Context: an optimization exercise on an open-source flow, tuned for small area. The choices shown serve that exercise and are no tape-out recipe.
No run shown here included a check of the RTL's function; only the layout flow was run.
Power is estimated from default activity; no workload was simulated.

[flow/constraint.sdc]
create_clock -name core_clock -period 20.0 [get_ports {clk}]
set_input_delay 4.0000 -clock core_clock [delete_from_list [all_inputs] [get_ports {clk}]]
set_output_delay 4.0000 -clock core_clock [all_outputs]
set_load 0.01 [all_outputs]
[flow/design.v]
module Tx(clk, rst, write_en, load, data_in, data_out, busy, baud_rate, parity_switch, data_length);
	input clk, rst, write_en, load, baud_rate, parity_switch, data_length;
	input [7:0] data_in;
	output data_out;
	output busy;
	reg [7:0] data_in_reg;
	reg data, parity, busyreg;
	reg [3:0] state;
	reg [12:0] cnt;
	wire zero = (cnt == 13'd2504);
	wire ev = busyreg & zero;
	assign data_out = data;
	assign busy = busyreg;
	always @(posedge clk)
		if (load)
			data_in_reg <= data_in;
	always @(posedge clk) begin
		if (write_en)
			cnt <= baud_rate ? 13'd127 : 13'd5119;
		else if (zero)
			cnt <= baud_rate ? 13'd254 : 13'd2046;
		else
			cnt <= {cnt[11:0], cnt[12] ^ cnt[9]};
	end
	always @(posedge clk) begin
		if (rst) begin
			data <= 1;
			parity <= 0;
			state <= 0;
			busyreg <= 0;
		end else if (write_en) begin
			data <= 0;
			state <= 2;
			busyreg <= 1;
		end else if (ev) begin
			case (state)
				2, 3, 4, 5, 6, 7, 8: begin
					data <= data_in_reg[state - 4'd2];
					parity <= data ^ parity;
					state <= state + 1'b1;
				end
				9: begin
					if (data_length) begin
						data <= data_in_reg[7];
						parity <= data ^ parity;
						state <= 10;
					end else if (parity_switch) begin
						data <= parity;
						state <= 10;
					end else begin
						data <= 1;
						state <= 0;
					end
				end
				10: begin
					if (data_length & parity_switch) begin
						data <= parity;
						state <= 11;
					end else begin
						data <= 1;
						state <= 0;
					end
				end
				11: begin
					data <= 1;
					state <= 0;
				end
				default: begin
					data <= 1;
					state <= 0;
					busyreg <= 0;
				end
			endcase
		end
	end
endmodule
module Rx(reset, clk, readen, rx, baudr, ps, dlr, letter, valid, framee, paritye, overrune);
	input reset, clk, readen, rx, dlr, ps, baudr;
	output [7:0] letter;
	output valid, framee, paritye, overrune;
	reg [9:0] bcnt;
	wire tick = (bcnt == 10'd234);
	reg [6:0] pulses;	 
	reg [2:0] Dcnt;
	reg [3:0] Bcnt;
	reg SB, Bvalid, SBe, parity, validr, framereg, parityreg, overrunreg;
	reg [7:0] data;
	wire [2:0] s0 = pulses[0] + pulses[1] + pulses[2];
	wire [2:0] s1 = pulses[3] + pulses[4] + pulses[5];
	wire [3:0] sum = s0 + s1 + pulses[6];
	wire maj = sum[3] | sum[2];
	wire [2:0] Dcntp1 = Dcnt + 1'b1;
	wire proc = SB & Bvalid;
	assign letter = data;
	assign valid = validr;
	assign paritye = parityreg;
	assign framee = framereg;
	assign overrune = overrunreg;
	always @(posedge clk) begin
		if (reset) begin
			bcnt <= baudr ? 10'd925 : 10'd521;
			pulses <= 7'h7f;
			Dcnt <= 0;
			SB <= 0;
			Bvalid <= 0;
			parity <= 0;
			framereg <= 0;
			overrunreg <= 0;
			parityreg <= 0;
			validr <= 0;
			SBe <= 0;
			Bcnt <= 0;
		end else begin
			if (tick)
				bcnt <= baudr ? 10'd653 : 10'd77;
			else
				bcnt <= {bcnt[8:0], bcnt[9] ^ bcnt[8]};
			if (tick) begin
				pulses <= {pulses[5:0], rx};
				Dcnt <= Dcntp1;
			end
			if (~SB) begin
				Bvalid <= 0;
				SBe <= 0;
				if (~maj) begin
					SB <= 1;
					parity <= 0;
					Bcnt <= 15;
					if (~SBe) begin
						Dcnt <= 4;
						SBe <= 1;
					end
					overrunreg <= validr;
				end
			end else if (Dcnt == 7)
				Bvalid <= 1;
			if (proc) begin
				Bvalid <= 0;
				case (Bcnt)
					0, 1, 2, 3, 4, 5, 6: begin
						data <= {maj, data[7:1]};
						parity <= parity ^ maj;
						Dcnt <= Dcntp1;
						Bcnt <= Bcnt + 1'b1;
					end
					7: begin
						Dcnt <= Dcntp1;
						if (dlr) begin
							data <= {maj, data[7:1]};
							parity <= parity ^ maj;
							Bcnt <= Bcnt + 1'b1;
						end else begin
							data <= {1'b0, data[7:1]};
							if (ps) begin
								Bcnt <= Bcnt + 1'b1;
								parityreg <= parity ^ maj;
							end else begin
								SB <= 0;
								parityreg <= 0;
								Bcnt <= 15;
								framereg <= ~maj;
								validr <= maj;
							end
						end
					end
					8: begin
						Dcnt <= Dcntp1;
						if (dlr & ps) begin
							Bcnt <= Bcnt + 1'b1;
							parityreg <= parity ^ maj;
						end else begin
							if (dlr)
								parityreg <= 0;
							SB <= 0;
							Bcnt <= 15;
							framereg <= ~maj;
							validr <= maj;
						end
					end
					9: begin
						SB <= 0;
						Bcnt <= 15;
						framereg <= ~maj;
						validr <= maj;
					end
					default: begin
						Bcnt <= 0;
						Dcnt <= Dcntp1;
					end
				endcase
			end
			if (readen)
				validr <= 0;
		end
	end
endmodule
module LCDc(LCD, LCDe, busy, clk, reset, lettero, LSDew);
	input [7:0] LCD;
	input LCDe, clk, reset;
	output busy, LSDew;
	output [9:0] lettero;
	localparam S1 = 5'd1, S16 = 5'd16, S17 = 5'd17, S18 = 5'd18, S19 = 5'd19,
		S21 = 5'd20, S20 = 5'd21;
	reg [4:0] state;
	reg [11:0] T;
	reg [9:0] LSD;
	reg [7:0] LSDez;
	reg [4:0] tavcn;
	reg busyr;
	wire timed = state[0];
	wire s40 = (state == S1);
	wire s2m = (state == 5'd9) | (state == S19);
	wire longw = s40 | s2m;
	wire c12 = &T;
	wire e40 = LSDez[4] & tavcn[3] & tavcn[2] & tavcn[1] & T[9] & T[6] & T[5];		 
	wire e2m = tavcn[4] & tavcn[3] & tavcn[0] & T[7] & T[6] & T[4] & T[3] & T[2] & T[1] & T[0];	 
	wire e50 = T[11] & T[8] & T[7] & T[6] & T[2] & T[1];			 
	wire done = s40 ? e40 : s2m ? e2m : e50;
	assign lettero = LSD;
	assign busy = busyr;
	assign LSDew = timed & ~s40 & (T[11:4] == 0) & (T[3] | T[2]) & ~(s2m & (|tavcn));
	wire tinc = (state == S16) & LCDe & (LCD != 8'h0d) & ~tavcn[4];
	always @(posedge clk) begin
		if (reset) begin
			state <= S1;
			T <= 0;
			busyr <= 0;
			tavcn <= 0;
			LSD <= 0;
			LSDez[4:0] <= 0;
		end else begin
			T <= timed ? T + 1'b1 : 12'd0;
			if ((state == S18) | (longw & done))
				tavcn <= 0;
			else if (tinc | (longw & c12))
				tavcn <= tavcn + 1'b1;
			if (s40 & c12 & (&tavcn))
				LSDez[4:0] <= LSDez[4:0] + 1'b1;
			busyr <= (state != S16);
			case (state)
				S16: begin
					LSD <= {2'b10, LCD};
					LSDez <= LCD;
					if (LCDe) begin
						if (LCD == 8'h0d)
							state <= S18;
						else if (~tavcn[4])
							state <= S17;
						else
							state <= S20;
					end
				end
				S17: if (done) state <= S16;
				S18: begin
					LSD <= 10'h001;
					state <= S19;
				end
				S19: if (done) state <= S16;
				S20: begin
					LSD <= 10'h018;
					if (done) state <= S21;
				end
				S21: begin
					LSD <= {2'b10, LSDez};
					state <= S17;
				end
				5'd2, 5'd4: begin LSD <= 10'h030; state <= state + 1'b1; end
				5'd6, 5'd12: begin LSD <= 10'h00f; state <= state + 1'b1; end
				5'd8: begin LSD <= 10'h001; state <= state + 1'b1; end
				5'd10, 5'd14: begin LSD <= 10'h006; state <= state + 1'b1; end
				5'd1, 5'd3, 5'd5, 5'd7, 5'd9, 5'd11, 5'd13, 5'd15:
					if (done) state <= state + 1'b1;
				default: state <= S1;
			endcase
		end
	end
endmodule
module control(clk, reset, paritys, bauds, dls, rxo, txo, lcdo, lcdeo, led);
	output [2:0] led;
	input clk, reset, dls, bauds, paritys, rxo;
	output [9:0] lcdo;
	output txo, lcdeo;
	wire valid, busylcd, busywr, framee, paritye, overrune;
	wire [7:0] rx;
	reg parityreg, framereg, overunreg, xon, writeready, readenreg, lcdenreg, pend;
	reg [2:0] fifocn, lcdfifocn, txfifocn;
	reg [7:0] fifo [0:7];
	reg [7:0] data;
	wire lcdrd = (lcdfifocn != fifocn) & ~busylcd & ~lcdenreg;
	wire txrd = (txfifocn != fifocn) & ~busywr & ~writeready;
	wire wen = xon & writeready & ~busywr;
	assign led = {framereg, parityreg, overunreg};
	Rx receiver(.reset(reset), .clk(clk), .readen(readenreg), .rx(rxo), .baudr(bauds), .ps(paritys), .dlr(dls),
		.letter(rx), .valid(valid), .framee(framee), .paritye(paritye), .overrune(overrune));
	Tx sender(.clk(clk), .rst(reset), .write_en(wen), .load(txrd), .data_in(fifo[txfifocn]), .data_out(txo), .busy(busywr),
		.baud_rate(bauds), .parity_switch(paritys), .data_length(dls));
	LCDc LSD(.LCD(data), .LCDe(lcdenreg), .busy(busylcd), .clk(clk), .reset(reset), .lettero(lcdo), .LSDew(lcdeo));
	always @(posedge clk) begin
		if (reset) begin
			framereg <= 0;
			parityreg <= 0;
			overunreg <= 0;
			xon <= 1;
			writeready <= 0;
			lcdenreg <= 0;
			fifocn <= 0;
			lcdfifocn <= 0;
			txfifocn <= 0;
			pend <= 0;
			data <= 0;
		end else begin
			if (paritye) parityreg <= 1;
			if (overrune) overunreg <= 1;
			if (framee) framereg <= 1;
			lcdenreg <= lcdrd;
			if (lcdrd) begin
				data <= fifo[lcdfifocn];
				lcdfifocn <= lcdfifocn + 1'b1;
			end
			writeready <= txrd;
			if (txrd)
				txfifocn <= txfifocn + 1'b1;
			if (valid & ~paritye) begin
				if (rx == 8'd19)
					xon <= 0;
				else if (rx == 8'd17)
					xon <= 1;
				else if (~pend) begin
					fifo[fifocn] <= rx;
					fifocn <= fifocn + 1'b1;
					pend <= 1;
				end else
					pend <= 0;
			end
		end
		readenreg <= valid & ~paritye;
	end
endmodule
[flow/config.mk]
export PLATFORM = sky130hd
export DESIGN_NAME = control
export DESIGN_NICKNAME = control
export VERILOG_FILES = /design/flow/design.v
export SDC_FILE = /design/flow/constraint.sdc
export NUM_CORES = 4
export LEC_CHECK = 0
export CAP_MARGIN = 20
export CORE_MARGIN = 2
export CORE_UTILIZATION = 40
export CTS_BUF_LIST = sky130_fd_sc_hd__clkbuf_4 sky130_fd_sc_hd__clkbuf_8
export SLEW_MARGIN = 20
[flow/run.sh]
#!/bin/bash
# synth_recipe.tcl (not shown) runs the flow's synth.tcl, then flattens the netlist and writes it again
# the make line also repeats each setting of config.mk as NAME=value (left out here)
make -C /OpenROAD-flow-scripts/flow DESIGN_CONFIG=/design/flow/config.mk WORK_HOME=/design/flow/orfs CLKGATE_MAP_FILE= SYNTH_SCRIPT=/design/flow/synth_recipe.tcl finish
==> results of run 1 <==
where the power goes:
group	total (µW)	internal (µW)	switching, µW
combinational	110	55.2	55.0
sequential	462	443	19.8
clock	270	108	162
total	843	606	237
worst max-delay path, cell delays in order (launching register included):
cell	delay, ns
dfxtp_1	0.84
nor4b_2	0.17
nor4_1	0.21
o2111ai_1	0.14
a21oi_1	0.19
clkdlybuf4s50_1	0.57
routing by layer:
| metal | vias up | global-route usage, % |
|---|---|---|
| met5 | - | 0 |
| met4 | 0 | 4.72 |
| met3 | 15 | 3.30 |
| met2 | 103 | 25.4 |
| met1 | 2898 | 22.8 |
| li1 | 2989 | - |
final timing paths:
path	startpoint	to	slack, ns	cells past startpoint
max	LSD.state[2]	lcdeo	13.41	5
min	readenreg	receiver.validr	0.45	1
max reg2reg	LSD.state[0]	LSD.tavcn[2]	16.89	9
min reg2reg	readenreg	receiver.validr	0.45	1
per-stage QoR:
stage | hold slack (ns) | area, µm²
4_1_cts | 0.453 | 10100
5_1_grt | 0.460 | 10100
3_3_place_gp | 0.422 | 9690
6_report | 0.452 | 10100
2_1_floorplan | 0.381 | 9290
3_5_place_dp | 0.432 | 9690
layout make-up:
| type | count | area [µm²] | area share [%] |
|---|---|---|---|
| sequential | 197 | 4770 | 47.1 |
| multi-input combinational | 546 | 4230 | 41.8 |
| tap | 285 | 357 | 3.52 |
| timing repair buffer | 26 | 238 | 2.35 |
| clock buffer | 17 | 234 | 2.31 |
| clock inverter | 15 | 195 | 1.93 |
| inverter | 27 | 101 | 1.00 |
cell families after synthesis:
family	synth area share, %
and+or+nand+nor	14.5
DFF	51.4
AOI/OAI and AO/OA	9.81
muxes	12.7
buffers and inverters	3.34
adders and majority gates	5.15
xor gates and xnor gates	3.02
other	0.0404
cells in the final DEF (no fill, tap or decap), drive strengths merged, types with 14 or more instances in the layout:
cell type / synthesis / layout
edfxtp: 83 / 83
mux4: 34 / 34
a211oi: 20 / 20
nand2b: 14 / 14
nand2: 45 / 45
xnor2: 21 / 21
nor2: 98 / 98
ha: 35 / 35
nand3: 20 / 20
a21oi: 30 / 30
mux2i: 29 / 29
dfxtp: 114 / 114
clkdlybuf4s50: 0 / 18
inv: 27 / 35
o21ai: 28 / 28
nor3: 20 / 20
clkbuf: 30 / 17
==> metrics.yaml, run 1 <==
antenna_left: 0
synth_area_leaders: "edfxtp_1 (27%), dfxtp_1 (25%), mux4_2 (8.2%)"
fillCellCount: 2094
nets: 858
synth_warnings: 4
drt-total-wl_um: 18700
timing.final.crit_share_pct: 32.9
grt_pass1_wl_um: 30800
startpoint_type: "flip-flop"
cts_tree: "built"
synth_edf_count: 83
ctsHoldBuffers: 0
post-dp-hpwl_um: 13000
clk_latency_ns: 0.48
cts_made_buffers: 17
wl_met3_um: 541
power_uw: 843
maxCapViolCount: 0
grtUsageTotal_pct: 16.2
worstPathArrival_ns: 2.59
cp.required_ns: 16.00
start_util_pct: 40.9
yosysTopAreaCellShare_pct: 26.8
grt_pass1_vias: 5714
top_layer: "met4"
yosys-top-cells-count: "dfxtp_1 (114), nor2_1 (98), edfxtp_1 (83)"
vias: 6005
synth-seq-cells: 197
clock_skew_ns: 0.0241
die_y_um: 156
syn-num-nets: 860
core_mm2: 0.0227
cp_max_fo: 26
drt_pass1_iterations: 5
cts.clk_slew.worst_paths_ns: 0.12
areaGrowthSynthToFinish_pct: 9.08
grt_start_max_net_pins: 70
num_rows: 55
fin_cells: 1113
hold_class: "reg2reg"
finalHoldViolCount: 0
place_inst: 1081
ctsResizeCount: 0
drive_gt1_share_pct: 13.4
synth_cell_types: 70
status: "timing/DRC/antenna clean"
regMostFlops: "fifo"
die_w_um: 156
pre_cts_ws_ns: 13.09
synthArstFlopShare_pct: 0
power_leakage_uw: 0.00344
met1_length_um: 9170
post_cts_buffers: 0
grt_overflow_total: 0
die_area_mm2: 0.0245
clockRootBuffer: "clkbuf_8"
rsz0062_at_grt: "no"
setup-violations-final: 0
initialDrtViolationCount: 505
yosys_most_used_dff: "dfxtp_1"
vias_per_cell: 5.40
drc: 0
largest_register_ffs: 64
syn_inst: 817
end_kind: "output port"
reg_top3: "fifo: 64 flops, sender.cnt: 13 flops, LSD.T: 12 flops"
port_buffers: 19
drv_slew: 0
wl_met2_um: 8720
synth_area_mm2: 0.00929
antenna_found_initial: 0
gp_routability_congestion: 0.793
max-clock-path-buffers: 2
slew_headroom_pct: 29.7
timing.fmax_ghz: 0.152
worstMarginPinSlew_ns: 1.05
yosysSeqAreaShare_pct: 51.4
tns_ns: 0
ir_drop_mv: 0.0425
num_io_pins: 21
post-route-util_pct: 44.6
wl_per_cell_um: 16.8
path_class: "reg2out"
fin_crit_ns: 6.59
powerDensity_mw_per_mm2: 83.2
synth.largest_area_cell: "edfxtp_1"
cts_max_level: 4
yosys.cell_count.top_type: "dfxtp_1"
antenna_cells: 0
worst_slack_ns: 13.41
avgSynthCellArea_um2: 11.4
cts.sinks: 197
==> run 2: changes to the inputs <==
--- a/flow/design.v
+++ b/flow/design.v
@@ -288,2 +288,14 @@
 	reg [7:0] data;
+	wire [7:0] lsel = 8'd1 << lcdfifocn;
+	wire [7:0] tsel = 8'd1 << txfifocn;
+	reg [7:0] lword, tword;
+	integer k;
+	always @* begin
+		lword = 0;
+		tword = 0;
+		for (k = 0; k < 8; k = k + 1) begin
+			lword = lword | ({8{lsel[k]}} & fifo[k]);
+			tword = tword | ({8{tsel[k]}} & fifo[k]);
+		end
+	end
 	wire lcdrd = (lcdfifocn != fifocn) & ~busylcd & ~lcdenreg;
@@ -294,3 +306,3 @@
 		.letter(rx), .valid(valid), .framee(framee), .paritye(paritye), .overrune(overrune));
-	Tx sender(.clk(clk), .rst(reset), .write_en(wen), .load(txrd), .data_in(fifo[txfifocn]), .data_out(txo), .busy(busywr),
+	Tx sender(.clk(clk), .rst(reset), .write_en(wen), .load(txrd), .data_in(tword), .data_out(txo), .busy(busywr),
 		.baud_rate(bauds), .parity_switch(paritys), .data_length(dls));
@@ -316,3 +328,3 @@
 			if (lcdrd) begin
-				data <= fifo[lcdfifocn];
+				data <= lword;
 				lcdfifocn <= lcdfifocn + 1'b1;
--- a/flow/config.mk
+++ b/flow/config.mk
@@ -10,3 +10,4 @@
 export CORE_UTILIZATION = 40
-export CTS_BUF_LIST = sky130_fd_sc_hd__clkbuf_4 sky130_fd_sc_hd__clkbuf_8
+export CTS_BUF_LIST = sky130_fd_sc_hd__clkbuf_8
+export CTS_CLUSTER_SIZE = 20
 export SLEW_MARGIN = 20
==> run 2 against run 1 <==
Total power grew 23%. Critical endpoint unchanged. Synthesized cell count grew 6.7%. Die area shrank 0.42%. Non-clock buffer count is 2 lower.
==> metrics.yaml, run 2 <==
ctsResizeCount: 0  # unchanged
timing.fmax_ghz: 0.152  # +0.12%
clk_latency_ns: 0.49  # about the same
cts.clk_slew.worst_paths_ns: 0.10  # -0.02 ns
maxCapViolCount: 0  # unchanged
place_area_mm2: 0.00957  # -1.2%
p_comb_share_pct: 27.1  # +14 points
worstPathArrival_ns: 2.58  # about the same
grt_overflow_total: 0  # unchanged
end_kind: "output port"
nets: 916  # +6.8%
max-clock-path-buffers: 2  # unchanged
cpPeakStageDelay_ns: 0.87  # +0.03 ns
die_y_um: 156  # -0.21%
synth_area_mm2: 0.00925  # -0.43%
p_int_uw: 684  # +13%
syn-num-nets: 925  # +7.6%
cp_cell_sequence: "nor4b_1 > nor4_1 > o2111ai_1 > a21oi_1 > clkdlybuf4s50_1"
fin_crit_ns: 6.58  # -0.00820 ns
synth_area_leaders: "edfxtp_1 (27%), dfxtp_1 (25%), ha_1 (6.1%)"
antenna_cells: 0  # unchanged
cts_tree: "built"
swShare_pct: 34.1  # +6.0 points
avgSynthCellArea_um2: 10.6  # -6.7%
die_area_mm2: 0.0244  # -0.42%
cp_max_fo: 24  # -7.7%
synth_cell_types: 78  # +11%
drc: 0  # unchanged
hold_class: "reg2reg"
yosysSeqAreaShare_pct: 51.6  # +0.22 points
drt-total-wl_um: 20600  # +10%
clockPowerShare_pct: 23.1  # -8.9 points
finalHoldViolCount: 0  # unchanged
syn_inst: 872  # +6.7%
power_leakage_uw: 0.00348  # +1.3%
clockRootBuffer: "clkbuf_8"
antenna_left: 0  # unchanged
drive_gt1_share_pct: 7.88  # -5.5 points
synthArstFlopShare_pct: 0  # unchanged
startpoint_type: "flip-flop"
timing.final.crit_share_pct: 32.9  # -0.041 points
setup-violations-final: 0  # unchanged
cts_made_buffers: 17  # unchanged
drt_pass1_iterations: 9  # +4
vias: 6568  # +9.4%
path_class: "reg2out"
clock_skew_ns: 0.0160  # -0.00807 ns
largest_register_ffs: 64  # unchanged
grt_pass1_vias: 6124  # +7.2%
yosys.cell_count.top_type: "dfxtp_1"
post_cts_buffers: 0  # unchanged
yosysTopAreaCellShare_pct: 26.9  # +0.12 points
ir_drop_mv: 0.0480  # +13%
synth-seq-cells: 197  # unchanged
worstMarginPinSlew_ns: 1.00  # -0.0489 ns
regMostFlops: "fifo"
port_buffers: 19  # unchanged
initialDrtViolationCount: 758  # +50%
grtUsageTotal_pct: 17.5  # +1.3 points
yosys_most_used_dff: "dfxtp_1"
powerDensity_mw_per_mm2: 104  # +25%
synth.largest_area_cell: "edfxtp_1"
power_switching_uw: 354  # +50%
core_mm2: 0.0226  # -0.30%
final_cell_mix: "dfxtp_1 (114), nor2_1 (101), edfxtp_1 (83), nand2_1 (49), ha_1 (45)"
fillCellCount: 2093  # -0.048%
slowest_stage: "dfxtp_1"
holdWs_ns: 0.434  # -0.0179 ns
synth_edf_count: 83  # unchanged
layout_commonest_cell: "dfxtp_1"
rsz0062_at_grt: "no"
wl_per_cell_um: 17.8  # +5.6%
synth_warnings: 4  # unchanged
cp.required_ns: 16.00  # about the same
antenna_found_initial: 0  # unchanged
grt_pass1_wl_um: 33400  # +8.4%
num_io_pins: 21  # unchanged
ctsHoldBuffers: 0  # unchanged
yosys-top-cells-count: "dfxtp_1 (114), nor2_1 (101), edfxtp_1 (83)"
status: "timing/DRC/antenna clean"
reg_top3: "fifo: 64 flops, sender.cnt: 13 flops, LSD.T: 12 flops"
die_w_um: 156  # -0.21%
post-dp-hpwl_um: 14400  # +11%
gp_routability_congestion: 0.937  # +18%
start_util_pct: 40.9  # -0.053 points
grt_start_max_net_pins: 50  # -29%
areaGrowthSynthToFinish_pct: 7.56
fin_area_mm2: 0.00995  # -1.8%
vias_per_cell: 5.66  # +4.9%
tns_ns: 0  # unchanged
num_rows: 55  # unchanged
power_frac_seq_pct: 49.7  # -5.2 points
cts.sinks: 197  # unchanged
drv_slew: 0  # unchanged
cts_max_level: 4  # unchanged
slew_headroom_pct: 32.6  # +2.9 points
-- run 2: cell types whose count changed after synthesis, moves of 6 or more --
| cell | delta |
|---|---|
| mux2_2 | -8 |
| xnor2_1 | -7 |
| o21ai_0 | +6 |
| mux2i_1 | -10 |
| a221o_1 | +8 |
| a221oi_1 | +6 |
| or3_1 | +7 |
| mux4_2 | -32 |
| nand2b_1 | -8 |
| a222oi_1 | +32 |
| a211o_1 | +6 |
| ha_1 | +10 |
| a21oi_1 | +12 |
-- run 2: worst paths after layout --
| path | start | to | slack (ns) | cells past startpoint |
|---|---|---|---|---|
| hold / removal | receiver.Bvalid | receiver.Bvalid | 0.43 | 1 |
| hold reg to reg | receiver.Bvalid | receiver.Bvalid | 0.43 | 1 |
| setup reg to reg | receiver.data[4] | fifo[1][5] | 16.83 | 5 |
| setup / recovery | LSD.state[2] | lcdeo | 13.42 | 5 |
-- run 2: final cells by class --
| type | count | area, µm² | area share (%) |
|---|---|---|---|
| Clock inverter | 15 | 119 | 1.19 |
| Tap cell | 285 | 357 | 3.58 |
| Multi-Input combinational cell | 589 | 4120 | 41.4 |
| Sequential cell | 197 | 4770 | 48.0 |
| Timing Repair Buffer | 24 | 220 | 2.21 |
| Clock buffer | 17 | 234 | 2.35 |
| Inverter | 34 | 128 | 1.28 |
-- run 2: stage by stage --
| stage | std cells | utilization [%] | setup WS (ns) | total power, µW |
|---|---|---|---|---|
| finish | 1161 | 43.9 | 13.42 | 1040 |
| CTS | 1160 | 43.8 | 13.41 | 1040 |
| detailed placement | 1128 | 42.3 | 13.84 | 801 |
| global route | 1161 | 43.9 | 13.22 | 1100 |
| floorplan | 872 | - | 14.43 | 725 |
| global placement | 1128 | 42.3 | 13.95 | 801 |
-- run 2: power by group through the flow --
stage	clock network [µW]	registers [µW]	logic, µW
2_1_floorplan	0	506	219
3_3_place_gp	0	524	277
3_5_place_dp	0	525	276
4_1_cts	247	516	278
5_1_grt	263	524	311
6_report	240	516	282
-- run 2: cell families (layout without fill, tap and decap cells) --
kind of cell / Yosys count / in the layout / share of synthesized area, %
mux: 24 / 24 / 2.91
xor+xnor: 27 / 27 / 2.56
simple gates: 279 / 279 / 15.3
flops: 197 / 197 / 51.6
fa+ha+maj: 47 / 47 / 6.52
other cells: 1 / 1 / 0.0405
compound gates: 211 / 211 / 16.8
buf+inv: 86 / 90 / 4.18
-- run 2: worst max-delay path: cells and delay by family, from the launching register on --
| kind | cells | cell delay [ns] |
|---|---|---|
| compound gates | 2 | 0.29 |
| buf+inv | 1 | 0.55 |
| simple gates | 2 | 0.40 |
| flops | 1 | 0.87 |
-- run 2: layer usage --
layer	vias to the layer above	GRT usage (%)	wire length, µm
met4	0	5.24	378
li1	3233	-	-
met2	185	26.9	9330
met3	35	3.97	1060
met5	-	0	0
met1	3115	24.8	9860

## static timing again, ports no longer ideal
How much do the figures lean on ideal ports? The routed layouts below were timed once more, with nothing changed but the port constraints.
Step 1 sets driving cells, clkbuf_16 on the clock port and buf_2 on the other inputs (assumed; they add their load-dependent delay and slew).
Step 2 adds t to the input delays and takes it off the output delays; t is the mean of the earliest and latest rising clock arrival at the registers after step 1. Input paths then give back, and output paths get back, about the clock's delay inside the block.
Three values: ideal ports, drivers, drivers and shift; two values: the first two.
run | shift t [ns] | setup slack, ns | hold WS [ns] | worst register clock-pin slew, ns | cell pins on the clock port's net
run 1 | 0.505 | 13.414 / 13.372 / 13.481 | 0.452 / 0.452 / 0.452 | 0.12 / 0.12 | 1
run 2 | 0.516 | 13.422 / 13.383 / 13.880 | 0.434 / 0.434 / 0.434 | 0.11 / 0.11 | 1
After both steps setup and hold are still met in every run listed.
